Context: an optimization exercise on an open-source flow, tuned for small area, a short achievable clock period and few clock cycles per item. The choices shown serve that exercise and are no tape-out recipe. Where RTL was checked, it was by simulation tests only, not by an equivalence proof against the original. No functional check of the RTL was part of run 1.

## flow/design.v (module list and top-level ports; edited modules follow where they fit)
// module M1: 422 lines
module M1 (
  input logic Clock,
  input logic Resetn,
  input logic Start,
  output logic Stop,
  output logic[17:0]   SRAM_address,
  output logic[15:0]   SRAM_write_data,
  output logic         SRAM_we_n,
  input logic[15:0]    SRAM_read_data
);
  // ...
==> flow/flow/run.sh <==
#!/bin/bash
# Standard synthesis and layout, with faster port buffers (buf_4) and the
# extra ORFS settings listed in flow/make.env (one NAME=value per line).
# Logs go to this folder.
set -uo pipefail
here=$(pwd)
args=()
while IFS= read -r line; do [ -n "$line" ] && args+=("$line"); done < flow/make.env
bash standard.sh synth > "$here/synth.log" 2>&1 || exit 1
bash standard.sh finish "BUFFER_PORTS_ARGS=-buffer_cell sky130_fd_sc_hd__buf_4" \
  "${args[@]}" > "$here/layout.log" 2>&1 || exit 1
==> flow/flow/make.env <==
CTS_CLUSTER_SIZE=25
CTS_CLUSTER_DIAMETER=100
==> flow/standard.sh <==
#!/bin/bash
# synth_recipe.tcl (not shown) runs the flow's synth.tcl, then flattens the netlist and writes it again
# the make line also repeats each setting of config.mk as NAME=value (left out here)
make -C /OpenROAD-flow-scripts/flow DESIGN_CONFIG=/design/flow/config.mk WORK_HOME=/design/flow/orfs CLKGATE_MAP_FILE= SYNTH_SCRIPT=/design/flow/synth_recipe.tcl "${@:-finish}"
==> flow/config.mk <==
export PLATFORM = sky130hd
export DESIGN_NAME = M1
export DESIGN_NICKNAME = M1
export VERILOG_FILES = /design/flow/design.v
export SDC_FILE = /design/flow/constraint.sdc
export NUM_CORES = 4
export LEC_CHECK = 0
export CAP_MARGIN = 20
export CORE_MARGIN = 2
export CORE_UTILIZATION = 40
export SLEW_MARGIN = 20
==> flow/constraint.sdc <==
create_clock -name core_clock -period 24.0 [get_ports {Clock}]
set_input_delay 4.8000 -clock core_clock [delete_from_list [all_inputs] [get_ports {Clock}]]
set_output_delay 4.8000 -clock core_clock [all_outputs]
set_load 0.01 [all_outputs]
==> flow_summary.ini, run 1 <==
[status]
status = timing/DRC/antenna clean

[die]
ioPinCount = 55
die_h_um = 234.2

[finish]
buffer_area_frac = 0.02009
nClkBuffers = 26
multi_input_area_um2 = 11430
final_layout_size_suffix_gt1_frac = 0.08051
clk_share = 0.02180
regArea_um2 = 8184
top_area_cell_class = multi-input gates

[worst_hold_path]
holdCritStartpoint = cw[11][7]
hold_depth = 0

[worst_setup_path]
r2r_start = mb
crit_path_end_kind = output pin
crit_family = flip-flops
critPathRequiredTime_ns = 19.20

[sta]
fmax_mhz = 169.4
max-slew-margin-rel = 0.3532
setup_slack_ns = 18.10
fin_crit_sh = 0.2459
skew_ns = 0.01862
worst_pin_slew_ns = 0.9630

[detailed_routing]
top_layer_used = met4
met2WireLength_um = 21620

[yosys]
yosysSeqAreaShare = 0.3860
synth_top_area_share = 0.2295

[cts]
cts_tree = built

[placement]
placed_cells = 2633
place_area_um2 = 22290
preCtsSetupSlack_ns = 18.51

[flow_run]
drv_cap = 0
==> module M1, before the edit <==
module M1 (
  input logic Clock,
  input logic Resetn,
  input logic Start,
  output logic Stop,
  output logic[17:0]   SRAM_address,
  output logic[15:0]   SRAM_write_data,
  output logic         SRAM_we_n,
  input logic[15:0]    SRAM_read_data
);
localparam logic [17:0] U_START   = 18'd38400;
localparam logic [17:0] V_START   = 18'd57600;
localparam logic [17:0] RGB_START = 18'd146944;
logic        act;
logic [9:0]  ph;       
logic [16:0] ya;       
logic [17:0] wa;       
logic [6:0]  col;      
logic        wen;
logic [7:0]  cw [0:15];
logic [15:0] yw;              
logic i_3, m0, m78, m79;
always_comb begin
  i_3 = ph[4] | ph[5];        
  m0  = (col == 7'd0);
  m78 = (col == 7'd78);
  m79 = (col == 7'd79);
end
logic [7:0] t [0:5];
logic [7:0] s0, s1, s2, s3, s4, s5;
always_comb begin
  for (int k = 0; k < 6; k++) t[k] = cw[2*k];
  s1 = (m0 & ~i_3) ? t[2] : t[1];
  s0 = m0 ? s1 : t[0];
  s2 = t[2];
  s3 = (m79 & i_3) ? t[2] : t[3];
  s4 = m79 ? s3 : t[4];
  s5 = m79 ? s3 : (m78 & i_3) ? t[4] : t[5];
end
logic [8:0] ia, ib, ic;       
always_ff @(posedge Clock) begin
  ia <= {1'b0, s0} + {1'b0, s5};
  ib <= {1'b0, s1} + {1'b0, s4};
  ic <= {1'b0, s2} + {1'b0, s3};
end
wire [16:0] isum;
wire [8:0]  ichr = isum[16:8];
wire ti_w1 = ia[7] ^ ia[5]; wire ti_w2 = ia[7] & ia[5];
wire ti_w3 = ia[8] ^ ia[6]; wire ti_w4 = ia[8] & ia[6];
wire ti_w5 = ia[4] ^ ia[2]; wire ti_w6 = ia[4] & ia[2];
wire ti_w7 = ia[5] ^ ia[3] ^ ia[1]; wire ti_w8 = (ia[5] & ia[3]) | (ia[1] & (ia[5] ^ ia[3]));
wire ti_w9 = ~ib[3] ^ ~ib[1] ^ ~ib[0]; wire ti_w10 = (~ib[3] & ~ib[1]) | (~ib[0] & (~ib[3] ^ ~ib[1]));
wire ti_w11 = ia[6] ^ ia[4] ^ ia[2]; wire ti_w12 = (ia[6] & ia[4]) | (ia[2] & (ia[6] ^ ia[4]));
wire ti_w13 = ~ib[4] ^ ~ib[2] ^ ~ib[1]; wire ti_w14 = (~ib[4] & ~ib[2]) | (~ib[1] & (~ib[4] ^ ~ib[2]));
wire ti_w15 = ia[3] ^ ~ib[5] ^ ~ib[3]; wire ti_w16 = (ia[3] & ~ib[5]) | (~ib[3] & (ia[3] ^ ~ib[5]));
wire ti_w17 = ~ib[2] ^ ~ic[7] ^ ic[2]; wire ti_w18 = (~ib[2] & ~ic[7]) | (ic[2] & (~ib[2] ^ ~ic[7]));
wire ti_w19 = ic[0] ^ ti_w1; wire ti_w20 = ic[0] & ti_w1;
wire ti_w21 = ia[4] ^ ~ib[6] ^ ~ib[4]; wire ti_w22 = (ia[4] & ~ib[6]) | (~ib[4] & (ia[4] ^ ~ib[6]));
wire ti_w23 = ~ib[3] ^ ~ic[8] ^ ic[3]; wire ti_w24 = (~ib[3] & ~ic[8]) | (ic[3] & (~ib[3] ^ ~ic[8]));
wire ti_w25 = ic[1] ^ ti_w2 ^ ti_w3; wire ti_w26 = (ic[1] & ti_w2) | (ti_w3 & (ic[1] ^ ti_w2));
wire ti_w27 = ia[7] ^ ia[5] ^ ~ib[7]; wire ti_w28 = (ia[7] & ia[5]) | (~ib[7] & (ia[7] ^ ia[5]));
wire ti_w29 = ~ib[5] ^ ~ib[4] ^ ic[4]; wire ti_w30 = (~ib[5] & ~ib[4]) | (ic[4] & (~ib[5] ^ ~ib[4]));
wire ti_w31 = ~(ic[2] ^ ti_w4); wire ti_w32 = (ic[2]) | (ti_w4);
wire ti_w33 = ia[8] ^ ia[6] ^ ~ib[8]; wire ti_w34 = (ia[8] & ia[6]) | (~ib[8] & (ia[8] ^ ia[6]));
wire ti_w35 = ~ib[6] ^ ~ib[5] ^ ic[5]; wire ti_w36 = (~ib[6] & ~ib[5]) | (ic[5] & (~ib[6] ^ ~ib[5]));
wire ti_w37 = ~(ic[3]); wire ti_w38 = ic[3];
wire ti_w39 = ia[7] ^ ~ib[7] ^ ~ib[6]; wire ti_w40 = (ia[7] & ~ib[7]) | (~ib[6] & (ia[7] ^ ~ib[7]));
wire ti_w41 = ia[8] ^ ~ib[8]; wire ti_w42 = ia[8] & ~ib[8];
wire ti_w43 = ia[2] ^ ia[0]; wire ti_w44 = ia[2] & ia[0];
wire ti_w45 = ia[3] ^ ia[1]; wire ti_w46 = ia[3] & ia[1];
wire ti_w47 = ia[0] ^ ~ib[2] ^ ~ib[0]; wire ti_w48 = (ia[0] & ~ib[2]) | (~ib[0] & (ia[0] ^ ~ib[2]));
wire ti_w49 = ~ic[4] ^ ti_w5; wire ti_w50 = ~ic[4] & ti_w5;
wire ti_w51 = ~ic[5] ^ ic[0] ^ ti_w6; wire ti_w52 = (~ic[5] & ic[0]) | (ti_w6 & (~ic[5] ^ ic[0]));
wire ti_w53 = ~(ti_w7 ^ ti_w9); wire ti_w54 = (ti_w7) | (ti_w9);
wire ti_w55 = ~ic[6] ^ ic[1] ^ ti_w8; wire ti_w56 = (~ic[6] & ic[1]) | (ti_w8 & (~ic[6] ^ ic[1]));
wire ti_w57 = ti_w10 ^ ti_w11 ^ ti_w13; wire ti_w58 = (ti_w10 & ti_w11) | (ti_w13 & (ti_w10 ^ ti_w11));
wire ti_w59 = ti_w12 ^ ti_w14 ^ ti_w15; wire ti_w60 = (ti_w12 & ti_w14) | (ti_w15 & (ti_w12 ^ ti_w14));
wire ti_w61 = ~(ti_w17 ^ ti_w19); wire ti_w62 = (ti_w17) | (ti_w19);
wire ti_w63 = ti_w16 ^ ti_w18 ^ ti_w20; wire ti_w64 = (ti_w16 & ti_w18) | (ti_w20 & (ti_w16 ^ ti_w18));
wire ti_w65 = ti_w21 ^ ti_w23 ^ ti_w25; wire ti_w66 = (ti_w21 & ti_w23) | (ti_w25 & (ti_w21 ^ ti_w23));
wire ti_w67 = ti_w22 ^ ti_w24 ^ ti_w26; wire ti_w68 = (ti_w22 & ti_w24) | (ti_w26 & (ti_w22 ^ ti_w24));
wire ti_w69 = ti_w27 ^ ti_w29 ^ ti_w31; wire ti_w70 = (ti_w27 & ti_w29) | (ti_w31 & (ti_w27 ^ ti_w29));
wire ti_w71 = ti_w28 ^ ti_w30 ^ ti_w32; wire ti_w72 = (ti_w28 & ti_w30) | (ti_w32 & (ti_w28 ^ ti_w30));
wire ti_w73 = ti_w33 ^ ti_w35 ^ ti_w37; wire ti_w74 = (ti_w33 & ti_w35) | (ti_w37 & (ti_w33 ^ ti_w35));
wire ti_w75 = ic[6] ^ ic[4] ^ ti_w34; wire ti_w76 = (ic[6] & ic[4]) | (ti_w34 & (ic[6] ^ ic[4]));
wire ti_w77 = ti_w36 ^ ti_w38 ^ ti_w39; wire ti_w78 = (ti_w36 & ti_w38) | (ti_w39 & (ti_w36 ^ ti_w38));
wire ti_w79 = ~ib[7] ^ ic[7] ^ ic[5]; wire ti_w80 = (~ib[7] & ic[7]) | (ic[5] & (~ib[7] ^ ic[7]));
wire ti_w81 = ~(ti_w40 ^ ti_w41); wire ti_w82 = (ti_w40) | (ti_w41);
wire ti_w83 = ~ib[8] ^ ic[8] ^ ic[6]; wire ti_w84 = (~ib[8] & ic[8]) | (ic[6] & (~ib[8] ^ ic[8]));
wire ti_w85 = ~ib[0] ^ ~ic[2]; wire ti_w86 = ~ib[0] & ~ic[2];
wire ti_w87 = ~ib[1] ^ ~ic[3] ^ ti_w44; wire ti_w88 = (~ib[1] & ~ic[3]) | (ti_w44 & (~ib[1] ^ ~ic[3]));
wire ti_w89 = ti_w46 ^ ti_w47 ^ ti_w49; wire ti_w90 = (ti_w46 & ti_w47) | (ti_w49 & (ti_w46 ^ ti_w47));
wire ti_w91 = ti_w48 ^ ti_w50 ^ ti_w51; wire ti_w92 = (ti_w48 & ti_w50) | (ti_w51 & (ti_w48 ^ ti_w50));
wire ti_w93 = ti_w52 ^ ti_w54 ^ ti_w55; wire ti_w94 = (ti_w52 & ti_w54) | (ti_w55 & (ti_w52 ^ ti_w54));
wire ti_w95 = ti_w56 ^ ti_w58 ^ ti_w59; wire ti_w96 = (ti_w56 & ti_w58) | (ti_w59 & (ti_w56 ^ ti_w58));
wire ti_w97 = ti_w60 ^ ti_w62 ^ ti_w63; wire ti_w98 = (ti_w60 & ti_w62) | (ti_w63 & (ti_w60 ^ ti_w62));
wire ti_w99 = ti_w64 ^ ti_w66 ^ ti_w67; wire ti_w100 = (ti_w64 & ti_w66) | (ti_w67 & (ti_w64 ^ ti_w66));
wire ti_w101 = ti_w68 ^ ti_w70 ^ ti_w71; wire ti_w102 = (ti_w68 & ti_w70) | (ti_w71 & (ti_w68 ^ ti_w70));
wire ti_w103 = ti_w72 ^ ti_w74 ^ ti_w75; wire ti_w104 = (ti_w72 & ti_w74) | (ti_w75 & (ti_w72 ^ ti_w74));
wire ti_w105 = ti_w76 ^ ti_w78 ^ ti_w79; wire ti_w106 = (ti_w76 & ti_w78) | (ti_w79 & (ti_w76 ^ ti_w78));
wire ti_w107 = ti_w42 ^ ti_w80 ^ ti_w82; wire ti_w108 = (ti_w42 & ti_w80) | (ti_w82 & (ti_w42 ^ ti_w80));
wire ti_w109 = ia[0] ^ ~ic[0]; wire ti_w110 = ia[0] & ~ic[0];
wire ti_w111 = ia[1] ^ ~ic[1]; wire ti_w112 = ia[1] & ~ic[1];
wire ti_w113 = ~(ti_w43 ^ ti_w85); wire ti_w114 = (ti_w43) | (ti_w85);
wire ti_w115 = ti_w45 ^ ti_w86 ^ ti_w87; wire ti_w116 = (ti_w45 & ti_w86) | (ti_w87 & (ti_w45 ^ ti_w86));
wire ti_w117 = ~(ti_w88 ^ ti_w89); wire ti_w118 = (ti_w88) | (ti_w89);
wire ti_w119 = ti_w53 ^ ti_w90 ^ ti_w91; wire ti_w120 = (ti_w53 & ti_w90) | (ti_w91 & (ti_w53 ^ ti_w90));
wire ti_w121 = ti_w57 ^ ti_w92 ^ ti_w93; wire ti_w122 = (ti_w57 & ti_w92) | (ti_w93 & (ti_w57 ^ ti_w92));
wire ti_w123 = ti_w61 ^ ti_w94 ^ ti_w95; wire ti_w124 = (ti_w61 & ti_w94) | (ti_w95 & (ti_w61 ^ ti_w94));
wire ti_w125 = ti_w65 ^ ti_w96 ^ ti_w97; wire ti_w126 = (ti_w65 & ti_w96) | (ti_w97 & (ti_w65 ^ ti_w96));
wire ti_w127 = ti_w69 ^ ti_w98 ^ ti_w99; wire ti_w128 = (ti_w69 & ti_w98) | (ti_w99 & (ti_w69 ^ ti_w98));
wire ti_w129 = ti_w73 ^ ti_w100 ^ ti_w101; wire ti_w130 = (ti_w73 & ti_w100) | (ti_w101 & (ti_w73 ^ ti_w100));
wire ti_w131 = ti_w77 ^ ti_w102 ^ ti_w103; wire ti_w132 = (ti_w77 & ti_w102) | (ti_w103 & (ti_w77 ^ ti_w102));
wire ti_w133 = ti_w81 ^ ti_w104 ^ ti_w105; wire ti_w134 = (ti_w81 & ti_w104) | (ti_w105 & (ti_w81 ^ ti_w104));
wire ti_w135 = ti_w83 ^ ti_w106 ^ ti_w107; wire ti_w136 = (ti_w83 & ti_w106) | (ti_w107 & (ti_w83 ^ ti_w106));
wire ti_w137 = ic[7] ^ ti_w84 ^ ti_w108; wire ti_w138 = (ic[7] & ti_w84) | (ti_w108 & (ic[7] ^ ti_w84));
wire [16:0] ti_ra = {1'b0, ic[8], ti_w136, ti_w134, ti_w132, ti_w130, ti_w128, ti_w126, ti_w124, ti_w122, ti_w120, ti_w118, ti_w116, ti_w114, ti_w112, ti_w110, 1'b1};
wire [16:0] ti_rb = {1'b0, ti_w138, ti_w137, ti_w135, ti_w133, ti_w131, ti_w129, ti_w127, ti_w125, ti_w123, ti_w121, ti_w119, ti_w117, ti_w115, ti_w113, ti_w111, ti_w109};
assign isum = ti_ra + ti_rb;
logic [7:0] ey;
logic [8:0] eu, ev, ex;       
logic       mb;               
logic [8:0] u_even, v_even;
always_comb begin
  u_even = {cw[4][7], ~cw[4][7], cw[4][6:0]};
  v_even = {cw[5][7], ~cw[5][7], cw[5][6:0]};
end
always_ff @(posedge Clock) begin
  ey <= ({8{ph[0]}} & SRAM_read_data[15:8])
      | ({8{ph[1] | ph[4] | ph[5]}} & yw[15:8])
      | ({8{ph[2] | ph[3] | ph[6] | ph[7]}} & yw[7:0]);
  if (ph[0] | ph[4]) eu <= u_even;
  else if (ph[1] | ph[5]) eu <= ichr;
  if (ph[0] | ph[4]) ev <= v_even;
  else if (ph[2] | ph[6]) ev <= ichr;
  if (ph[0] | ph[4]) ex <= v_even;
  else if (ph[2] | ph[6]) ex <= ichr;
  else ex <= eu;
  mb <= ph[1] | ph[3] | ph[5] | ph[7];
end
wire [26:0] sX, sG;
wire tx_w1 = ~ey[6] ^ ex[8]; wire tx_w2 = ~ey[6] & ex[8];
wire tx_w3 = ~ey[7] ^ ey[0]; wire tx_w4 = ~ey[7] & ey[0];
wire tx_w5 = ey[2] ^ ey[0]; wire tx_w6 = ey[2] & ey[0];
wire tx_w7 = ey[3] ^ ey[1]; wire tx_w8 = ey[3] & ey[1];
wire tx_w9 = ey[4] ^ ey[2]; wire tx_w10 = ey[4] & ey[2];
wire tx_w11 = ey[5] ^ ey[3] ^ ey[1]; wire tx_w12 = (ey[5] & ey[3]) | (ey[1] & (ey[5] ^ ey[3]));
wire tx_w13 = ey[6] ^ ey[4] ^ ey[2]; wire tx_w14 = (ey[6] & ey[4]) | (ey[2] & (ey[6] ^ ey[4]));
wire tx_w15 = ex[8] ^ (mb ? ex[5] : ex[4]); wire tx_w16 = ex[8] & (mb ? ex[5] : ex[4]);
wire tx_w17 = ey[7] ^ ey[5] ^ ey[3]; wire tx_w18 = (ey[7] & ey[5]) | (ey[3] & (ey[7] ^ ey[5]));
wire tx_w19 = ey[0] ^ (mb ? ex[6] : ex[5]) ^ (~mb & ex[0]); wire tx_w20 = (ey[0] & (mb ? ex[6] : ex[5])) | ((~mb & ex[0]) & (ey[0] ^ (mb ? ex[6] : ex[5])));
wire tx_w21 = ey[6] ^ ey[4] ^ ey[1]; wire tx_w22 = (ey[6] & ey[4]) | (ey[1] & (ey[6] ^ ey[4]));
wire tx_w23 = (mb ? ex[7] : ex[6]) ^ (mb ? ex[0] : ex[1]); wire tx_w24 = (mb ? ex[7] : ex[6]) & (mb ? ex[0] : ex[1]);
wire tx_w25 = ey[7] ^ ey[5] ^ ey[2]; wire tx_w26 = (ey[7] & ey[5]) | (ey[2] & (ey[7] ^ ey[5]));
wire tx_w27 = ~mb ^ (mb ? ex[8] : ex[7]) ^ (mb ? ex[1] : ex[2]); wire tx_w28 = (~mb & (mb ? ex[8] : ex[7])) | ((mb ? ex[1] : ex[2]) & (~mb ^ (mb ? ex[8] : ex[7])));
wire tx_w29 = ey[6] ^ ey[3] ^ mb; wire tx_w30 = (ey[6] & ey[3]) | (mb & (ey[6] ^ ey[3]));
wire tx_w31 = (~mb & ex[8]) ^ (mb ? ex[2] : ex[3]); wire tx_w32 = (~mb & ex[8]) & (mb ? ex[2] : ex[3]);
wire tx_w33 = ey[7] ^ ey[4] ^ ~mb; wire tx_w34 = (ey[7] & ey[4]) | (~mb & (ey[7] ^ ey[4]));
wire tx_w35 = ~ey[2] ^ ex[4]; wire tx_w36 = ~ey[2] & ex[4];
wire tx_w37 = ~ey[3] ^ ex[5] ^ ex[4]; wire tx_w38 = (~ey[3] & ex[5]) | (ex[4] & (~ey[3] ^ ex[5]));
wire tx_w39 = ~ey[4] ^ ex[6] ^ ex[5]; wire tx_w40 = (~ey[4] & ex[6]) | (ex[5] & (~ey[4] ^ ex[6]));
wire tx_w41 = ex[2] ^ (mb & ex[3]); wire tx_w42 = ex[2] & (mb & ex[3]);
wire tx_w43 = ~ey[5] ^ ex[7] ^ ex[6]; wire tx_w44 = (~ey[5] & ex[7]) | (ex[6] & (~ey[5] ^ ex[7]));
wire tx_w45 = ex[3] ^ ex[0] ^ (mb & ex[4]); wire tx_w46 = (ex[3] & ex[0]) | ((mb & ex[4]) & (ex[3] ^ ex[0]));
wire tx_w47 = ex[7] ^ ex[4] ^ ex[1]; wire tx_w48 = (ex[7] & ex[4]) | (ex[1] & (ex[7] ^ ex[4]));
wire tx_w49 = ~((mb & ex[5]) ^ tx_w1); wire tx_w50 = ((mb & ex[5])) | (tx_w1);
wire tx_w51 = ex[8] ^ ex[5] ^ ex[2]; wire tx_w52 = (ex[8] & ex[5]) | (ex[2] & (ex[8] ^ ex[5]));
wire tx_w53 = (mb & ex[6]) ^ tx_w2 ^ tx_w3; wire tx_w54 = ((mb & ex[6]) & tx_w2) | (tx_w3 & ((mb & ex[6]) ^ tx_w2));
wire tx_w55 = ey[1] ^ ex[6] ^ ex[3]; wire tx_w56 = (ey[1] & ex[6]) | (ex[3] & (ey[1] ^ ex[6]));
wire tx_w57 = (mb & ex[0]) ^ (mb & ex[7]) ^ tx_w4; wire tx_w58 = ((mb & ex[0]) & (mb & ex[7])) | (tx_w4 & ((mb & ex[0]) ^ (mb & ex[7])));
wire tx_w59 = ex[7] ^ ex[4] ^ ~mb; wire tx_w60 = (ex[7] & ex[4]) | (~mb & (ex[7] ^ ex[4]));
wire tx_w61 = (mb ? ex[1] : ex[0]) ^ (mb & ex[8]) ^ tx_w5; wire tx_w62 = ((mb ? ex[1] : ex[0]) & (mb & ex[8])) | (tx_w5 & ((mb ? ex[1] : ex[0]) ^ (mb & ex[8])));
wire tx_w63 = ex[8] ^ ex[5] ^ (mb ? ex[2] : ex[1]); wire tx_w64 = (ex[8] & ex[5]) | ((mb ? ex[2] : ex[1]) & (ex[8] ^ ex[5]));
wire tx_w65 = (~mb & ex[0]) ^ tx_w6 ^ tx_w7; wire tx_w66 = ((~mb & ex[0]) & tx_w6) | (tx_w7 & ((~mb & ex[0]) ^ tx_w6));
wire tx_w67 = ey[0] ^ ex[6] ^ (mb ? ex[3] : ex[2]); wire tx_w68 = (ey[0] & ex[6]) | ((mb ? ex[3] : ex[2]) & (ey[0] ^ ex[6]));
wire tx_w69 = (~mb & ex[1]) ^ tx_w8 ^ tx_w9; wire tx_w70 = ((~mb & ex[1]) & tx_w8) | (tx_w9 & ((~mb & ex[1]) ^ tx_w8));
wire tx_w71 = ex[7] ^ (mb ? ex[4] : ex[3]) ^ (~mb & ex[2]); wire tx_w72 = (ex[7] & (mb ? ex[4] : ex[3])) | ((~mb & ex[2]) & (ex[7] ^ (mb ? ex[4] : ex[3])));
wire tx_w73 = ~(tx_w10 ^ tx_w11); wire tx_w74 = (tx_w10) | (tx_w11);
wire tx_w75 = (~mb & ex[3]) ^ (~mb & ex[0]) ^ tx_w12; wire tx_w76 = ((~mb & ex[3]) & (~mb & ex[0])) | (tx_w12 & ((~mb & ex[3]) ^ (~mb & ex[0])));
wire tx_w77 = ~(tx_w13 ^ tx_w15); wire tx_w78 = (tx_w13) | (tx_w15);
wire tx_w79 = (~mb & ex[4]) ^ (~mb & ex[1]) ^ tx_w14; wire tx_w80 = ((~mb & ex[4]) & (~mb & ex[1])) | (tx_w14 & ((~mb & ex[4]) ^ (~mb & ex[1])));
wire tx_w81 = tx_w16 ^ tx_w17 ^ tx_w19; wire tx_w82 = (tx_w16 & tx_w17) | (tx_w19 & (tx_w16 ^ tx_w17));
wire tx_w83 = (~mb & ex[5]) ^ (~mb & ex[2]) ^ tx_w18; wire tx_w84 = ((~mb & ex[5]) & (~mb & ex[2])) | (tx_w18 & ((~mb & ex[5]) ^ (~mb & ex[2])));
wire tx_w85 = tx_w20 ^ tx_w21 ^ tx_w23; wire tx_w86 = (tx_w20 & tx_w21) | (tx_w23 & (tx_w20 ^ tx_w21));
wire tx_w87 = (~mb & ex[6]) ^ (~mb & ex[3]) ^ tx_w22; wire tx_w88 = ((~mb & ex[6]) & (~mb & ex[3])) | (tx_w22 & ((~mb & ex[6]) ^ (~mb & ex[3])));
wire tx_w89 = tx_w24 ^ tx_w25 ^ tx_w27; wire tx_w90 = (tx_w24 & tx_w25) | (tx_w27 & (tx_w24 ^ tx_w25));
wire tx_w91 = (~mb & ex[7]) ^ (~mb & ex[4]) ^ tx_w26; wire tx_w92 = ((~mb & ex[7]) & (~mb & ex[4])) | (tx_w26 & ((~mb & ex[7]) ^ (~mb & ex[4])));
wire tx_w93 = tx_w28 ^ tx_w29 ^ tx_w31; wire tx_w94 = (tx_w28 & tx_w29) | (tx_w31 & (tx_w28 ^ tx_w29));
wire tx_w95 = (mb ? ex[3] : ex[4]) ^ (~mb & ex[8]) ^ (~mb & ex[5]); wire tx_w96 = ((mb ? ex[3] : ex[4]) & (~mb & ex[8])) | ((~mb & ex[5]) & ((mb ? ex[3] : ex[4]) ^ (~mb & ex[8])));
wire tx_w97 = tx_w30 ^ tx_w32 ^ tx_w33; wire tx_w98 = (tx_w30 & tx_w32) | (tx_w33 & (tx_w30 ^ tx_w32));
wire tx_w99 = ey[5] ^ mb ^ (mb ? ex[4] : ex[5]); wire tx_w100 = (ey[5] & mb) | ((mb ? ex[4] : ex[5]) & (ey[5] ^ mb));
wire tx_w101 = (~mb & ex[6]) ^ tx_w34; wire tx_w102 = (~mb & ex[6]) & tx_w34;
wire tx_w103 = ey[6] ^ (mb ? ex[5] : ex[6]) ^ (~mb & ex[7]); wire tx_w104 = (ey[6] & (mb ? ex[5] : ex[6])) | ((~mb & ex[7]) & (ey[6] ^ (mb ? ex[5] : ex[6])));
wire tx_w105 = ey[7] ^ mb; wire tx_w106 = ey[7] & mb;
wire tx_w107 = ~ey[0] ^ ex[2]; wire tx_w108 = ~ey[0] & ex[2];
wire tx_w109 = ~ey[1] ^ ex[3] ^ ex[2]; wire tx_w110 = (~ey[1] & ex[3]) | (ex[2] & (~ey[1] ^ ex[3]));
wire tx_w111 = ex[3] ^ ex[0] ^ (mb & ex[1]); wire tx_w112 = (ex[3] & ex[0]) | ((mb & ex[1]) & (ex[3] ^ ex[0]));
wire tx_w113 = ex[1] ^ (mb & ex[2]) ^ tx_w36; wire tx_w114 = (ex[1] & (mb & ex[2])) | (tx_w36 & (ex[1] ^ (mb & ex[2])));
wire tx_w115 = tx_w38 ^ tx_w39 ^ tx_w41; wire tx_w116 = (tx_w38 & tx_w39) | (tx_w41 & (tx_w38 ^ tx_w39));
wire tx_w117 = tx_w40 ^ tx_w42 ^ tx_w43; wire tx_w118 = (tx_w40 & tx_w42) | (tx_w43 & (tx_w40 ^ tx_w42));
wire tx_w119 = tx_w44 ^ tx_w46 ^ tx_w47; wire tx_w120 = (tx_w44 & tx_w46) | (tx_w47 & (tx_w44 ^ tx_w46));
wire tx_w121 = tx_w48 ^ tx_w50 ^ tx_w51; wire tx_w122 = (tx_w48 & tx_w50) | (tx_w51 & (tx_w48 ^ tx_w50));
wire tx_w123 = tx_w52 ^ tx_w54 ^ tx_w55; wire tx_w124 = (tx_w52 & tx_w54) | (tx_w55 & (tx_w52 ^ tx_w54));
wire tx_w125 = tx_w56 ^ tx_w58 ^ tx_w59; wire tx_w126 = (tx_w56 & tx_w58) | (tx_w59 & (tx_w56 ^ tx_w58));
wire tx_w127 = tx_w60 ^ tx_w62 ^ tx_w63; wire tx_w128 = (tx_w60 & tx_w62) | (tx_w63 & (tx_w60 ^ tx_w62));
wire tx_w129 = tx_w64 ^ tx_w66 ^ tx_w67; wire tx_w130 = (tx_w64 & tx_w66) | (tx_w67 & (tx_w64 ^ tx_w66));
wire tx_w131 = tx_w68 ^ tx_w70 ^ tx_w71; wire tx_w132 = (tx_w68 & tx_w70) | (tx_w71 & (tx_w68 ^ tx_w70));
wire tx_w133 = tx_w72 ^ tx_w74 ^ tx_w75; wire tx_w134 = (tx_w72 & tx_w74) | (tx_w75 & (tx_w72 ^ tx_w74));
wire tx_w135 = tx_w76 ^ tx_w78 ^ tx_w79; wire tx_w136 = (tx_w76 & tx_w78) | (tx_w79 & (tx_w76 ^ tx_w78));
wire tx_w137 = tx_w80 ^ tx_w82 ^ tx_w83; wire tx_w138 = (tx_w80 & tx_w82) | (tx_w83 & (tx_w80 ^ tx_w82));
wire tx_w139 = tx_w84 ^ tx_w86 ^ tx_w87; wire tx_w140 = (tx_w84 & tx_w86) | (tx_w87 & (tx_w84 ^ tx_w86));
wire tx_w141 = tx_w88 ^ tx_w90 ^ tx_w91; wire tx_w142 = (tx_w88 & tx_w90) | (tx_w91 & (tx_w88 ^ tx_w90));
wire tx_w143 = tx_w92 ^ tx_w94 ^ tx_w95; wire tx_w144 = (tx_w92 & tx_w94) | (tx_w95 & (tx_w92 ^ tx_w94));
wire tx_w145 = tx_w96 ^ tx_w98 ^ tx_w99; wire tx_w146 = (tx_w96 & tx_w98) | (tx_w99 & (tx_w96 ^ tx_w98));
wire tx_w147 = tx_w100 ^ tx_w102 ^ tx_w103; wire tx_w148 = (tx_w100 & tx_w102) | (tx_w103 & (tx_w100 ^ tx_w102));
wire tx_w149 = (mb ? ex[6] : ex[7]) ^ (~mb & ex[8]) ^ tx_w104; wire tx_w150 = ((mb ? ex[6] : ex[7]) & (~mb & ex[8])) | (tx_w104 & ((mb ? ex[6] : ex[7]) ^ (~mb & ex[8])));
wire tx_w151 = mb ^ (mb ? ex[7] : ex[8]); wire tx_w152 = mb & (mb ? ex[7] : ex[8]);
wire tx_w153 = ex[1] ^ tx_w107; wire tx_w154 = ex[1] & tx_w107;
wire tx_w155 = (mb & ex[0]) ^ tx_w108 ^ tx_w109; wire tx_w156 = ((mb & ex[0]) & tx_w108) | (tx_w109 & ((mb & ex[0]) ^ tx_w108));
wire tx_w157 = tx_w35 ^ tx_w110 ^ tx_w111; wire tx_w158 = (tx_w35 & tx_w110) | (tx_w111 & (tx_w35 ^ tx_w110));
wire tx_w159 = tx_w37 ^ tx_w112 ^ tx_w113; wire tx_w160 = (tx_w37 & tx_w112) | (tx_w113 & (tx_w37 ^ tx_w112));
wire tx_w161 = ~(tx_w114 ^ tx_w115); wire tx_w162 = (tx_w114) | (tx_w115);
wire tx_w163 = tx_w45 ^ tx_w116 ^ tx_w117; wire tx_w164 = (tx_w45 & tx_w116) | (tx_w117 & (tx_w45 ^ tx_w116));
wire tx_w165 = tx_w49 ^ tx_w118 ^ tx_w119; wire tx_w166 = (tx_w49 & tx_w118) | (tx_w119 & (tx_w49 ^ tx_w118));
wire tx_w167 = tx_w53 ^ tx_w120 ^ tx_w121; wire tx_w168 = (tx_w53 & tx_w120) | (tx_w121 & (tx_w53 ^ tx_w120));
wire tx_w169 = tx_w57 ^ tx_w122 ^ tx_w123; wire tx_w170 = (tx_w57 & tx_w122) | (tx_w123 & (tx_w57 ^ tx_w122));
wire tx_w171 = tx_w61 ^ tx_w124 ^ tx_w125; wire tx_w172 = (tx_w61 & tx_w124) | (tx_w125 & (tx_w61 ^ tx_w124));
wire tx_w173 = tx_w65 ^ tx_w126 ^ tx_w127; wire tx_w174 = (tx_w65 & tx_w126) | (tx_w127 & (tx_w65 ^ tx_w126));
wire tx_w175 = tx_w69 ^ tx_w128 ^ tx_w129; wire tx_w176 = (tx_w69 & tx_w128) | (tx_w129 & (tx_w69 ^ tx_w128));
wire tx_w177 = tx_w73 ^ tx_w130 ^ tx_w131; wire tx_w178 = (tx_w73 & tx_w130) | (tx_w131 & (tx_w73 ^ tx_w130));
wire tx_w179 = tx_w77 ^ tx_w132 ^ tx_w133; wire tx_w180 = (tx_w77 & tx_w132) | (tx_w133 & (tx_w77 ^ tx_w132));
wire tx_w181 = tx_w81 ^ tx_w134 ^ tx_w135; wire tx_w182 = (tx_w81 & tx_w134) | (tx_w135 & (tx_w81 ^ tx_w134));
wire tx_w183 = tx_w85 ^ tx_w136 ^ tx_w137; wire tx_w184 = (tx_w85 & tx_w136) | (tx_w137 & (tx_w85 ^ tx_w136));
wire tx_w185 = tx_w89 ^ tx_w138 ^ tx_w139; wire tx_w186 = (tx_w89 & tx_w138) | (tx_w139 & (tx_w89 ^ tx_w138));
wire tx_w187 = tx_w93 ^ tx_w140 ^ tx_w141; wire tx_w188 = (tx_w93 & tx_w140) | (tx_w141 & (tx_w93 ^ tx_w140));
wire tx_w189 = tx_w97 ^ tx_w142 ^ tx_w143; wire tx_w190 = (tx_w97 & tx_w142) | (tx_w143 & (tx_w97 ^ tx_w142));
wire tx_w191 = tx_w101 ^ tx_w144 ^ tx_w145; wire tx_w192 = (tx_w101 & tx_w144) | (tx_w145 & (tx_w101 ^ tx_w144));
wire tx_w193 = ~(tx_w146 ^ tx_w147); wire tx_w194 = (tx_w146) | (tx_w147);
wire tx_w195 = tx_w105 ^ tx_w148 ^ tx_w149; wire tx_w196 = (tx_w105 & tx_w148) | (tx_w149 & (tx_w105 ^ tx_w148));
wire tx_w197 = tx_w106 ^ tx_w150 ^ tx_w151; wire tx_w198 = (tx_w106 & tx_w150) | (tx_w151 & (tx_w106 ^ tx_w150));
wire tx_w199 = ~mb ^ (mb & ex[8]) ^ tx_w152; wire tx_w200 = (~mb & (mb & ex[8])) | (tx_w152 & (~mb ^ (mb & ex[8])));
wire [26:0] tx_ra = {1'b1, tx_w198, tx_w196, tx_w194, tx_w192, tx_w190, tx_w188, tx_w186, tx_w184, tx_w182, tx_w180, tx_w178, tx_w176, tx_w174, tx_w172, tx_w170, tx_w168, tx_w166, tx_w164, tx_w162, tx_w160, tx_w158, tx_w156, tx_w154, 1'b1, ex[1], ex[0]};
wire [26:0] tx_rb = {tx_w200, tx_w199, tx_w197, tx_w195, tx_w193, tx_w191, tx_w189, tx_w187, tx_w185, tx_w183, tx_w181, tx_w179, tx_w177, tx_w175, tx_w173, tx_w171, tx_w169, tx_w167, tx_w165, tx_w163, tx_w161, tx_w159, tx_w157, tx_w155, tx_w153, ex[0], 1'b0};
assign sX = tx_ra + tx_rb;
wire tg_w1 = ey[7] ^ ey[5]; wire tg_w2 = ey[7] & ey[5];
wire tg_w3 = ey[6] ^ ey[4] ^ ey[1]; wire tg_w4 = (ey[6] & ey[4]) | (ey[1] & (ey[6] ^ ey[4]));
wire tg_w5 = ey[7] ^ ey[5]; wire tg_w6 = ey[7] & ey[5];
wire tg_w7 = ey[3] ^ ey[1]; wire tg_w8 = ey[3] & ey[1];
wire tg_w9 = ey[4] ^ ey[2] ^ ey[0]; wire tg_w10 = (ey[4] & ey[2]) | (ey[0] & (ey[4] ^ ey[2]));
wire tg_w11 = ey[5] ^ ey[3] ^ ey[1]; wire tg_w12 = (ey[5] & ey[3]) | (ey[1] & (ey[5] ^ ey[3]));
wire tg_w13 = ~eu[4] ^ ~eu[1] ^ ~eu[0]; wire tg_w14 = (~eu[4] & ~eu[1]) | (~eu[0] & (~eu[4] ^ ~eu[1]));
wire tg_w15 = ey[6] ^ ey[4] ^ ey[2]; wire tg_w16 = (ey[6] & ey[4]) | (ey[2] & (ey[6] ^ ey[4]));
wire tg_w17 = ~eu[5] ^ ~eu[2] ^ ~eu[1]; wire tg_w18 = (~eu[5] & ~eu[2]) | (~eu[1] & (~eu[5] ^ ~eu[2]));
wire tg_w19 = ~ev[3] ^ ~ev[1]; wire tg_w20 = ~ev[3] & ~ev[1];
wire tg_w21 = ey[3] ^ ey[0] ^ ~eu[6]; wire tg_w22 = (ey[3] & ey[0]) | (~eu[6] & (ey[3] ^ ey[0]));
wire tg_w23 = ~eu[3] ^ ~eu[2] ^ ~ev[4]; wire tg_w24 = (~eu[3] & ~eu[2]) | (~ev[4] & (~eu[3] ^ ~eu[2]));
wire tg_w25 = ~ev[2] ^ ~ev[1] ^ tg_w1; wire tg_w26 = (~ev[2] & ~ev[1]) | (tg_w1 & (~ev[2] ^ ~ev[1]));
wire tg_w27 = ~eu[7] ^ ~eu[4] ^ ~eu[3]; wire tg_w28 = (~eu[7] & ~eu[4]) | (~eu[3] & (~eu[7] ^ ~eu[4]));
wire tg_w29 = ~ev[5] ^ ~ev[3] ^ ~ev[2]; wire tg_w30 = (~ev[5] & ~ev[3]) | (~ev[2] & (~ev[5] ^ ~ev[3]));
wire tg_w31 = ~(tg_w2 ^ tg_w3); wire tg_w32 = (tg_w2) | (tg_w3);
wire tg_w33 = ey[2] ^ ~eu[8] ^ ~eu[5]; wire tg_w34 = (ey[2] & ~eu[8]) | (~eu[5] & (ey[2] ^ ~eu[8]));
wire tg_w35 = ~eu[4] ^ ~ev[6] ^ ~ev[4]; wire tg_w36 = (~eu[4] & ~ev[6]) | (~ev[4] & (~eu[4] ^ ~ev[6]));
wire tg_w37 = ~ev[3] ^ tg_w4 ^ tg_w5; wire tg_w38 = (~ev[3] & tg_w4) | (tg_w5 & (~ev[3] ^ tg_w4));
wire tg_w39 = ey[6] ^ ey[3] ^ ~eu[6]; wire tg_w40 = (ey[6] & ey[3]) | (~eu[6] & (ey[6] ^ ey[3]));
wire tg_w41 = ~eu[5] ^ ~ev[7] ^ ~ev[5]; wire tg_w42 = (~eu[5] & ~ev[7]) | (~ev[5] & (~eu[5] ^ ~ev[7]));
wire tg_w43 = ~(~ev[4] ^ tg_w6); wire tg_w44 = (~ev[4]) | (tg_w6);
wire tg_w45 = ey[7] ^ ey[4] ^ ~eu[7]; wire tg_w46 = (ey[7] & ey[4]) | (~eu[7] & (ey[7] ^ ey[4]));
wire tg_w47 = ~eu[6] ^ ~ev[8] ^ ~ev[6]; wire tg_w48 = (~eu[6] & ~ev[8]) | (~ev[6] & (~eu[6] ^ ~ev[8]));
wire tg_w49 = ~(~ev[5]); wire tg_w50 = ~ev[5];
wire tg_w51 = ey[5] ^ ~eu[8] ^ ~eu[7]; wire tg_w52 = (ey[5] & ~eu[8]) | (~eu[7] & (ey[5] ^ ~eu[8]));
wire tg_w53 = ~ev[7] ^ ~ev[6]; wire tg_w54 = ~ev[7] & ~ev[6];
wire tg_w55 = ~ey[2] ^ ~eu[1]; wire tg_w56 = ~ey[2] & ~eu[1];
wire tg_w57 = ~ey[3] ^ ~eu[2] ^ ~eu[1]; wire tg_w58 = (~ey[3] & ~eu[2]) | (~eu[1] & (~ey[3] ^ ~eu[2]));
wire tg_w59 = ~ev[5] ^ ~ev[0]; wire tg_w60 = ~ev[5] & ~ev[0];
wire tg_w61 = ~ey[4] ^ ~eu[3] ^ ~eu[2]; wire tg_w62 = (~ey[4] & ~eu[3]) | (~eu[2] & (~ey[4] ^ ~eu[3]));
wire tg_w63 = ~(~ev[6] ^ ~ev[1]); wire tg_w64 = (~ev[6]) | (~ev[1]);
wire tg_w65 = ~ey[5] ^ ~eu[4] ^ ~eu[3]; wire tg_w66 = (~ey[5] & ~eu[4]) | (~eu[3] & (~ey[5] ^ ~eu[4]));
wire tg_w67 = ~ev[7] ^ ~ev[2]; wire tg_w68 = ~ev[7] & ~ev[2];
wire tg_w69 = ~ey[6] ^ ~eu[5] ^ ~eu[4]; wire tg_w70 = (~ey[6] & ~eu[5]) | (~eu[4] & (~ey[6] ^ ~eu[5]));
wire tg_w71 = ~(~ev[8] ^ ~ev[3]); wire tg_w72 = (~ev[8]) | (~ev[3]);
wire tg_w73 = ~ey[7] ^ ey[0] ^ ~eu[6]; wire tg_w74 = (~ey[7] & ey[0]) | (~eu[6] & (~ey[7] ^ ey[0]));
wire tg_w75 = ~(~eu[5] ^ ~ev[4]); wire tg_w76 = (~eu[5]) | (~ev[4]);
wire tg_w77 = ey[1] ^ ~eu[7] ^ ~eu[6]; wire tg_w78 = (ey[1] & ~eu[7]) | (~eu[6] & (ey[1] ^ ~eu[7]));
wire tg_w79 = ~(~eu[0] ^ ~ev[5]); wire tg_w80 = (~eu[0]) | (~ev[5]);
wire tg_w81 = ey[2] ^ ey[0] ^ ~eu[8]; wire tg_w82 = (ey[2] & ey[0]) | (~eu[8] & (ey[2] ^ ey[0]));
wire tg_w83 = ~eu[7] ^ ~eu[1] ^ ~ev[6]; wire tg_w84 = (~eu[7] & ~eu[1]) | (~ev[6] & (~eu[7] ^ ~eu[1]));
wire tg_w85 = ~eu[8] ^ ~eu[2] ^ ~ev[7]; wire tg_w86 = (~eu[8] & ~eu[2]) | (~ev[7] & (~eu[8] ^ ~eu[2]));
wire tg_w87 = ~(~ev[0] ^ tg_w7); wire tg_w88 = (~ev[0]) | (tg_w7);
wire tg_w89 = ~eu[3] ^ ~eu[0] ^ ~ev[8]; wire tg_w90 = (~eu[3] & ~eu[0]) | (~ev[8] & (~eu[3] ^ ~eu[0]));
wire tg_w91 = ~ev[1] ^ tg_w8 ^ tg_w9; wire tg_w92 = (~ev[1] & tg_w8) | (tg_w9 & (~ev[1] ^ tg_w8));
wire tg_w93 = ~ev[2] ^ ~ev[0] ^ tg_w10; wire tg_w94 = (~ev[2] & ~ev[0]) | (tg_w10 & (~ev[2] ^ ~ev[0]));
wire tg_w95 = ~(tg_w11 ^ tg_w13); wire tg_w96 = (tg_w11) | (tg_w13);
wire tg_w97 = ~ev[0] ^ tg_w12 ^ tg_w14; wire tg_w98 = (~ev[0] & tg_w12) | (tg_w14 & (~ev[0] ^ tg_w12));
wire tg_w99 = tg_w15 ^ tg_w17 ^ tg_w19; wire tg_w100 = (tg_w15 & tg_w17) | (tg_w19 & (tg_w15 ^ tg_w17));
wire tg_w101 = tg_w16 ^ tg_w18 ^ tg_w20; wire tg_w102 = (tg_w16 & tg_w18) | (tg_w20 & (tg_w16 ^ tg_w18));
wire tg_w103 = tg_w21 ^ tg_w23 ^ tg_w25; wire tg_w104 = (tg_w21 & tg_w23) | (tg_w25 & (tg_w21 ^ tg_w23));
wire tg_w105 = tg_w22 ^ tg_w24 ^ tg_w26; wire tg_w106 = (tg_w22 & tg_w24) | (tg_w26 & (tg_w22 ^ tg_w24));
wire tg_w107 = tg_w27 ^ tg_w29 ^ tg_w31; wire tg_w108 = (tg_w27 & tg_w29) | (tg_w31 & (tg_w27 ^ tg_w29));
wire tg_w109 = tg_w28 ^ tg_w30 ^ tg_w32; wire tg_w110 = (tg_w28 & tg_w30) | (tg_w32 & (tg_w28 ^ tg_w30));
wire tg_w111 = tg_w33 ^ tg_w35 ^ tg_w37; wire tg_w112 = (tg_w33 & tg_w35) | (tg_w37 & (tg_w33 ^ tg_w35));
wire tg_w113 = tg_w34 ^ tg_w36 ^ tg_w38; wire tg_w114 = (tg_w34 & tg_w36) | (tg_w38 & (tg_w34 ^ tg_w36));
wire tg_w115 = tg_w39 ^ tg_w41 ^ tg_w43; wire tg_w116 = (tg_w39 & tg_w41) | (tg_w43 & (tg_w39 ^ tg_w41));
wire tg_w117 = tg_w40 ^ tg_w42 ^ tg_w44; wire tg_w118 = (tg_w40 & tg_w42) | (tg_w44 & (tg_w40 ^ tg_w42));
wire tg_w119 = tg_w45 ^ tg_w47 ^ tg_w49; wire tg_w120 = (tg_w45 & tg_w47) | (tg_w49 & (tg_w45 ^ tg_w47));
wire tg_w121 = tg_w46 ^ tg_w48 ^ tg_w50; wire tg_w122 = (tg_w46 & tg_w48) | (tg_w50 & (tg_w46 ^ tg_w48));
wire tg_w123 = ~(tg_w51 ^ tg_w53); wire tg_w124 = (tg_w51) | (tg_w53);
wire tg_w125 = ey[6] ^ ~eu[8] ^ ~ev[8]; wire tg_w126 = (ey[6] & ~eu[8]) | (~ev[8] & (ey[6] ^ ~eu[8]));
wire tg_w127 = ~ev[7] ^ tg_w52 ^ tg_w54; wire tg_w128 = (~ev[7] & tg_w52) | (tg_w54 & (~ev[7] ^ tg_w52));
wire tg_w129 = ey[7] ^ ~ev[8]; wire tg_w130 = ey[7] & ~ev[8];
wire tg_w131 = ~ey[1] ^ ~eu[0]; wire tg_w132 = ~ey[1] & ~eu[0];
wire tg_w133 = ~eu[0] ^ ~ev[4] ^ tg_w55; wire tg_w134 = (~eu[0] & ~ev[4]) | (tg_w55 & (~eu[0] ^ ~ev[4]));
wire tg_w135 = tg_w56 ^ tg_w57 ^ tg_w59; wire tg_w136 = (tg_w56 & tg_w57) | (tg_w59 & (tg_w56 ^ tg_w57));
wire tg_w137 = tg_w58 ^ tg_w60 ^ tg_w61; wire tg_w138 = (tg_w58 & tg_w60) | (tg_w61 & (tg_w58 ^ tg_w60));
wire tg_w139 = tg_w62 ^ tg_w64 ^ tg_w65; wire tg_w140 = (tg_w62 & tg_w64) | (tg_w65 & (tg_w62 ^ tg_w64));
wire tg_w141 = tg_w66 ^ tg_w68 ^ tg_w69; wire tg_w142 = (tg_w66 & tg_w68) | (tg_w69 & (tg_w66 ^ tg_w68));
wire tg_w143 = tg_w70 ^ tg_w72 ^ tg_w73; wire tg_w144 = (tg_w70 & tg_w72) | (tg_w73 & (tg_w70 ^ tg_w72));
wire tg_w145 = tg_w74 ^ tg_w76 ^ tg_w77; wire tg_w146 = (tg_w74 & tg_w76) | (tg_w77 & (tg_w74 ^ tg_w76));
wire tg_w147 = tg_w78 ^ tg_w80 ^ tg_w81; wire tg_w148 = (tg_w78 & tg_w80) | (tg_w81 & (tg_w78 ^ tg_w80));
wire tg_w149 = tg_w82 ^ tg_w84 ^ tg_w85; wire tg_w150 = (tg_w82 & tg_w84) | (tg_w85 & (tg_w82 ^ tg_w84));
wire tg_w151 = tg_w86 ^ tg_w88 ^ tg_w89; wire tg_w152 = (tg_w86 & tg_w88) | (tg_w89 & (tg_w86 ^ tg_w88));
wire tg_w153 = tg_w90 ^ tg_w92 ^ tg_w93; wire tg_w154 = (tg_w90 & tg_w92) | (tg_w93 & (tg_w90 ^ tg_w92));
wire tg_w155 = tg_w94 ^ tg_w96 ^ tg_w97; wire tg_w156 = (tg_w94 & tg_w96) | (tg_w97 & (tg_w94 ^ tg_w96));
wire tg_w157 = tg_w98 ^ tg_w100 ^ tg_w101; wire tg_w158 = (tg_w98 & tg_w100) | (tg_w101 & (tg_w98 ^ tg_w100));
wire tg_w159 = tg_w102 ^ tg_w104 ^ tg_w105; wire tg_w160 = (tg_w102 & tg_w104) | (tg_w105 & (tg_w102 ^ tg_w104));
wire tg_w161 = tg_w106 ^ tg_w108 ^ tg_w109; wire tg_w162 = (tg_w106 & tg_w108) | (tg_w109 & (tg_w106 ^ tg_w108));
wire tg_w163 = tg_w110 ^ tg_w112 ^ tg_w113; wire tg_w164 = (tg_w110 & tg_w112) | (tg_w113 & (tg_w110 ^ tg_w112));
wire tg_w165 = tg_w114 ^ tg_w116 ^ tg_w117; wire tg_w166 = (tg_w114 & tg_w116) | (tg_w117 & (tg_w114 ^ tg_w116));
wire tg_w167 = tg_w118 ^ tg_w120 ^ tg_w121; wire tg_w168 = (tg_w118 & tg_w120) | (tg_w121 & (tg_w118 ^ tg_w120));
wire tg_w169 = tg_w122 ^ tg_w124 ^ tg_w125; wire tg_w170 = (tg_w122 & tg_w124) | (tg_w125 & (tg_w122 ^ tg_w124));
wire tg_w171 = tg_w126 ^ tg_w128 ^ tg_w129; wire tg_w172 = (tg_w126 & tg_w128) | (tg_w129 & (tg_w126 ^ tg_w128));
wire tg_w173 = ~ey[0] ^ ~ev[2]; wire tg_w174 = ~ey[0] & ~ev[2];
wire tg_w175 = ~(~ev[3] ^ tg_w131); wire tg_w176 = (~ev[3]) | (tg_w131);
wire tg_w177 = ~(tg_w132 ^ tg_w133); wire tg_w178 = (tg_w132) | (tg_w133);
wire tg_w179 = ~(tg_w134 ^ tg_w135); wire tg_w180 = (tg_w134) | (tg_w135);
wire tg_w181 = tg_w63 ^ tg_w136 ^ tg_w137; wire tg_w182 = (tg_w63 & tg_w136) | (tg_w137 & (tg_w63 ^ tg_w136));
wire tg_w183 = tg_w67 ^ tg_w138 ^ tg_w139; wire tg_w184 = (tg_w67 & tg_w138) | (tg_w139 & (tg_w67 ^ tg_w138));
wire tg_w185 = tg_w71 ^ tg_w140 ^ tg_w141; wire tg_w186 = (tg_w71 & tg_w140) | (tg_w141 & (tg_w71 ^ tg_w140));
wire tg_w187 = tg_w75 ^ tg_w142 ^ tg_w143; wire tg_w188 = (tg_w75 & tg_w142) | (tg_w143 & (tg_w75 ^ tg_w142));
wire tg_w189 = tg_w79 ^ tg_w144 ^ tg_w145; wire tg_w190 = (tg_w79 & tg_w144) | (tg_w145 & (tg_w79 ^ tg_w144));
wire tg_w191 = tg_w83 ^ tg_w146 ^ tg_w147; wire tg_w192 = (tg_w83 & tg_w146) | (tg_w147 & (tg_w83 ^ tg_w146));
wire tg_w193 = tg_w87 ^ tg_w148 ^ tg_w149; wire tg_w194 = (tg_w87 & tg_w148) | (tg_w149 & (tg_w87 ^ tg_w148));
wire tg_w195 = tg_w91 ^ tg_w150 ^ tg_w151; wire tg_w196 = (tg_w91 & tg_w150) | (tg_w151 & (tg_w91 ^ tg_w150));
wire tg_w197 = tg_w95 ^ tg_w152 ^ tg_w153; wire tg_w198 = (tg_w95 & tg_w152) | (tg_w153 & (tg_w95 ^ tg_w152));
wire tg_w199 = tg_w99 ^ tg_w154 ^ tg_w155; wire tg_w200 = (tg_w99 & tg_w154) | (tg_w155 & (tg_w99 ^ tg_w154));
wire tg_w201 = tg_w103 ^ tg_w156 ^ tg_w157; wire tg_w202 = (tg_w103 & tg_w156) | (tg_w157 & (tg_w103 ^ tg_w156));
wire tg_w203 = tg_w107 ^ tg_w158 ^ tg_w159; wire tg_w204 = (tg_w107 & tg_w158) | (tg_w159 & (tg_w107 ^ tg_w158));
wire tg_w205 = tg_w111 ^ tg_w160 ^ tg_w161; wire tg_w206 = (tg_w111 & tg_w160) | (tg_w161 & (tg_w111 ^ tg_w160));
wire tg_w207 = tg_w115 ^ tg_w162 ^ tg_w163; wire tg_w208 = (tg_w115 & tg_w162) | (tg_w163 & (tg_w115 ^ tg_w162));
wire tg_w209 = tg_w119 ^ tg_w164 ^ tg_w165; wire tg_w210 = (tg_w119 & tg_w164) | (tg_w165 & (tg_w119 ^ tg_w164));
wire tg_w211 = tg_w123 ^ tg_w166 ^ tg_w167; wire tg_w212 = (tg_w123 & tg_w166) | (tg_w167 & (tg_w123 ^ tg_w166));
wire tg_w213 = tg_w127 ^ tg_w168 ^ tg_w169; wire tg_w214 = (tg_w127 & tg_w168) | (tg_w169 & (tg_w127 ^ tg_w168));
wire tg_w215 = ~(tg_w170 ^ tg_w171); wire tg_w216 = (tg_w170) | (tg_w171);
wire tg_w217 = tg_w130 ^ tg_w172; wire tg_w218 = tg_w130 & tg_w172;
wire [26:0] tg_ra = {1'b1, 1'b1, tg_w216, tg_w214, tg_w212, tg_w210, tg_w208, tg_w206, tg_w204, tg_w202, tg_w200, tg_w198, tg_w196, tg_w194, tg_w192, tg_w190, tg_w188, tg_w186, tg_w184, tg_w182, tg_w180, tg_w178, tg_w176, tg_w174, 1'b1, ~ev[1], ~ev[0]};
wire [26:0] tg_rb = {1'b0, tg_w218, tg_w217, tg_w215, tg_w213, tg_w211, tg_w209, tg_w207, tg_w205, tg_w203, tg_w201, tg_w199, tg_w197, tg_w195, tg_w193, tg_w191, tg_w189, tg_w187, tg_w185, tg_w183, tg_w181, tg_w179, tg_w177, tg_w175, tg_w173, 1'b0, 1'b1};
assign sG = tg_ra + tg_rb;
logic [10:0] qx, qg;          
logic [7:0] cx, cg, hb;
function automatic logic [7:0] clip(input logic [10:0] x);
  if (x[10]) clip = 8'd0;
  else if (x[9:8] != 2'b00) clip = 8'd255;
  else clip = x[7:0];
endfunction
always_comb begin
  cx = clip(qx);
  cg = clip(qg);
end
logic wr_next;     
always_comb wr_next = wen & (ph[2] | ph[4] | ph[5] | ph[6] | ph[8] | ph[9]);
logic we;          
assign SRAM_we_n = ~we;
always_ff @(posedge Clock or negedge Resetn) begin
  if (~Resetn) begin
    act <= 1'b0;
    Stop <= 1'b0;
    we <= 1'b0;
  end else begin
    we <= 1'b0;
    if (!act) begin
      if (Start && !Stop) act <= 1'b1;
    end else if (wr_next) begin
      we <= 1'b1;
      if (wa == 18'h3FFFF) begin
        Stop <= 1'b1;
        act <= 1'b0;
      end
    end
  end
end
always_ff @(posedge Clock) begin
  if (!act) begin
    ph <= 10'b00_0000_0100;
    ya <= -17'sd4;
    wa <= RGB_START;
    col <= 7'd77;
    wen <= 1'b0;
    SRAM_address <= U_START;
  end else begin
    ph <= {ph[8:0], ph[9]};
    if (ph[1]) SRAM_address <= U_START + 18'd2 + {{2{ya[16]}}, ya[16:1]};
    if (ph[3]) SRAM_address <= V_START + 18'd2 + {{2{ya[16]}}, ya[16:1]};
    if (ph[0] | ph[7]) begin SRAM_address <= {2'd0, ya[15:0]}; ya <= ya + 17'd1; end
    if (wr_next) begin SRAM_address <= wa; wa <= wa + 18'd1; end
    if (ph[1] && ya == 17'd2) wen <= 1'b1;
    if (ph[6]) col <= (col == 7'd79) ? 7'd0 : col + 7'd1;
  end
end
always_ff @(posedge Clock) begin
  if (ph[0] | ph[3]) yw <= SRAM_read_data;
  if (ph[0] | ph[1] | ph[4] | ph[6]) begin
    for (int k = 0; k < 15; k++) cw[k] <= cw[k+1];
    cw[13] <= (ph[4] | ph[6]) ? SRAM_read_data[15:8] : cw[14];
    cw[15] <= SRAM_read_data[7:0];
  end
  qx <= sX[26:16];
  qg <= sG[26:16];
  hb <= cx;
  if (ph[4] | ph[8]) SRAM_write_data <= {hb, cx};
  else if (ph[5] | ph[9]) SRAM_write_data <= {cg, cx};
  else SRAM_write_data <= {cx, cg};
end
endmodule
==> inputs of run 2 (changes only) <==
--- a/flow/design.v
+++ b/flow/design.v
@@ -357,7 +357,7 @@
 wire [26:0] tg_rb = {1'b0, tg_w218, tg_w217, tg_w215, tg_w213, tg_w211, tg_w209, tg_w207, tg_w205, tg_w203, tg_w201, tg_w199, tg_w197, tg_w195, tg_w193, tg_w191, tg_w189, tg_w187, tg_w185, tg_w183, tg_w181, tg_w179, tg_w177, tg_w175, tg_w173, 1'b0, 1'b1};
 assign sG = tg_ra + tg_rb;
 logic [10:0] qx, qg;          
-logic [7:0] cx, cg, hb;
+logic [7:0] cx, cg;
 function automatic logic [7:0] clip(input logic [10:0] x);
   if (x[10]) clip = 8'd0;
   else if (x[9:8] != 2'b00) clip = 8'd255;
@@ -416,9 +416,7 @@
   end
   qx <= sX[26:16];
   qg <= sG[26:16];
-  hb <= cx;
-  if (ph[4] | ph[8]) SRAM_write_data <= {hb, cx};
-  else if (ph[5] | ph[9]) SRAM_write_data <= {cg, cx};
-  else SRAM_write_data <= {cx, cg};
+  if (!(ph[4] | ph[8])) SRAM_write_data[15:8] <= (ph[5] | ph[9]) ? cg : cx;
+  SRAM_write_data[7:0] <= (ph[2] | ph[6]) ? cg : cx;
 end
 endmodule
==> flow_summary.ini, run 2 <==
[finish]
final_nets = 2368
top_regs = cw: 128 flops, SRAM_address: 18 flops, wa: 18 flops
layout_common_cells = inv_1 (368), fa_1 (213), edfxtp_1 (170)
fillers = 4937
largest_reg_flops = 128
areaGrowthSynthToFinish_pct = 7.845
design_area_um2 = 22820
antenna_cells = 0
final_common_cell = inv_1
final_layout_size_suffix_gt1_frac = 0.07139
largest-register = cw

[yosys]
yosysSeqAreaShare = 0.3829
synth_largest_area_cell = edfxtp_1
synthesis.nets = 2341
synth.avg_cell_area_um2 = 10.85
async_reset_ff_frac = 0.009404
ys_top_cells_by_count = inv_1 (368), fa_1 (213), edfxtp_1 (170)
synth_ff_type = edfxtp_1
synthTopCellsByArea = edfxtp_1 (24%), fa_1 (20%), dfxtp_1 (14%)
syn_area_um2 = 21160
yosysMostFrequentCell = inv_1
yosysWarnings = 3
synth-seq-cells = 319
synth_top_area_share = 0.2412
synth_edf_count = 170
synth_cells = 1950
synth_cell_types = 79

[cts]
cts_sinks = 319
numCtsBuffers = 18
htree_num_levels = 1
postCtsSetupBuffers = 0
clockRootBuffer = clkbuf_16
clock_tree.buffer_depth = 3
path_clk_slew_ns = 0.10
cts_resized = 0
cts_tree = built
clk_latency_ns = 0.54
cts_hold_buffers = 0

[die]
dieArea_um2 = 54770
die_w_um = 234.0
num_rows = 84
die_h_um = 234.0
core_um2 = 52450
initial_core_util = 0.4035
ioPinCount = 55

[grt]
antenna_found_initial = 0
grt_overflow = 0
grt_pass1_wl_um = 76230
grt_max_degree = 77
grt_pass1_vias = 14110
grtUsageTotal = 0.1779

[detailed_routing]
antenna_left = 0
drt-total-wl_um = 47260
drc = 0
post_drt_wl_per_cell_um = 17.65
routed-via-count = 13468
vias_per_cell = 5.031
dr.pass1.iters = 5
drt_iter0_drc = 886

[sta]
fin_crit_sh = 0.2451
final-setup-viol-count = 0
skew_ns = 0.03186
hold_viol_final = 0
fin_setup_tns_ns = 0
slew_viol_final = 0
setup_slack_ns = 18.12
worst_pin_slew_ns = 1.101
fmax_mhz = 170.0
max-slew-margin-rel = 0.2634
finalCriticalPeriod_ns = 5.883
rsz0062_at_grt = no

[status]
status = timing/DRC/antenna clean

[flow_run]
drv_cap = 0

[worst_setup_path]
crit_fanout = 3
cp_slowest_cell = dfrtp_1
critPathRequiredTime_ns = 19.20
crit_type = reg2out
crit_buf_inv = 1
crit_path_cell_trace = buf_4
rr_worst_depth = 17
cpPeakStageDelay_ns = 0.40
cp-start-kind = flip-flop
crit_path_end_kind = output pin
cp_num_cells = 1
cp.arrival_ns = 1.08
crit_family = flip-flops

[placement]
io_buffers = 54
post-dp-hpwl_um = 37880
place_area_um2 = 22250
gp_congestion = 0.9165
preCtsSetupSlack_ns = 18.51

[worst_hold_path]
hp-class = reg2reg
hold_depth = 0
## run 2: cell count changes after synthesis, moves of 6 or more
cell / delta
a21o_1: +16
dfxtp_1: -16
mux2_2: -16
o21ai_0: +16
and2_1: -13
edfxtp_1: +8
nand3_1: +8
o21bai_1: +8
a211oi_1: +7
and3_1: -7
inv_1: +6
nor3_1: -6
## run 2: final cells by class
cell class                 instances  area, µm²  area share
sequential                       319       8103      0.3550
multi-input combinational       1209      11450      0.5016
clock buffer                      26      501.7     0.02198
clock inverter                     6      71.32    0.003125
timing repair buffer              61      457.9     0.02006
inverter                         368       1381     0.06052
tap                              688      860.8     0.03772
## run 2: metrics by stage
stage | hold WS [ns] | instances | utilization
floorplan | 0.4003 | 1950 | -
global placement | 0.4004 | 2645 | 0.4242
detailed placement | 0.4045 | 2645 | 0.4242
CTS | 0.4006 | 2677 | 0.4352
global route | 0.4178 | 2677 | 0.4352
finish | 0.4064 | 2677 | 0.4352
## run 2: metal layers
layer  routed length, µm  track usage  vias up
li1                    -            -     6487
met1               21540       0.2417     6623
met2               22200       0.2968      284
met3                2355      0.02748       74
met4                1164      0.04688        0
met5                   0            0        -
## run 2: path summary, 6_finish.rpt
kind	slack (ns)	to	from
min in group asynchronous	4.03	act	Resetn
setup reg to reg	18.87	qx[10]	mb
hold / removal	0.41	cw[6][7]	cw[7][7]
setup / recovery	18.12	Stop	Stop
max in group asynchronous	19.88	we	Resetn
hold reg to reg	0.41	cw[6][7]	cw[7][7]
## run 2: cells by family after synthesis
kind of cell | count (synthesis) | share of synthesized area
buffers and inverters | 422 | 0.07656
and+or+nand+nor | 391 | 0.08844
adders and majority gates | 372 | 0.2955
AOI/OAI and AO/OA | 328 | 0.1026
DFF | 319 | 0.3829
xor gates and xnor gates | 79 | 0.03269
muxes | 39 | 0.02134
Testbench counts of run 2, summed over its fixed seeds: cycles 768,120, images 4.

## re-timing with driven ports
The flow's constraints put no driver on any port. The routed layouts listed below were extracted and timed again, unchanged, in two steps. Step 1 (the two cells are an assumption about what drives the block):
set clk [get_ports {Clock}]
set_driving_cell -lib_cell sky130_fd_sc_hd__clkbuf_16 $clk
set_driving_cell -lib_cell sky130_fd_sc_hd__buf_2 [delete_from_list [all_inputs] $clk]
Step 2 moves the port delays by t, midway between the first and last clock arrival at a register: inputs arrive t later, outputs are due t later. That takes back most of the time a late clock gives input paths. Slacks: no drivers / after step 1 / after step 2; pairs: no drivers / after step 1.
| run | t, ns | setup WS [ns] | worst hold slack (ns) | worst setup path at the end | clock arrival spread, ns |
|---|---|---|---|---|---|
| run 1 | 0.583 | 18.098 / 18.041 / 18.503 | 0.417 / 0.417 / 0.417 | input to register | 0.023 / 0.023 |
| run 2 | 0.581 | 18.117 / 18.064 / 18.492 | 0.406 / 0.406 / 0.406 | input to register | 0.033 / 0.033 |
After both steps every run listed still meets setup and hold.
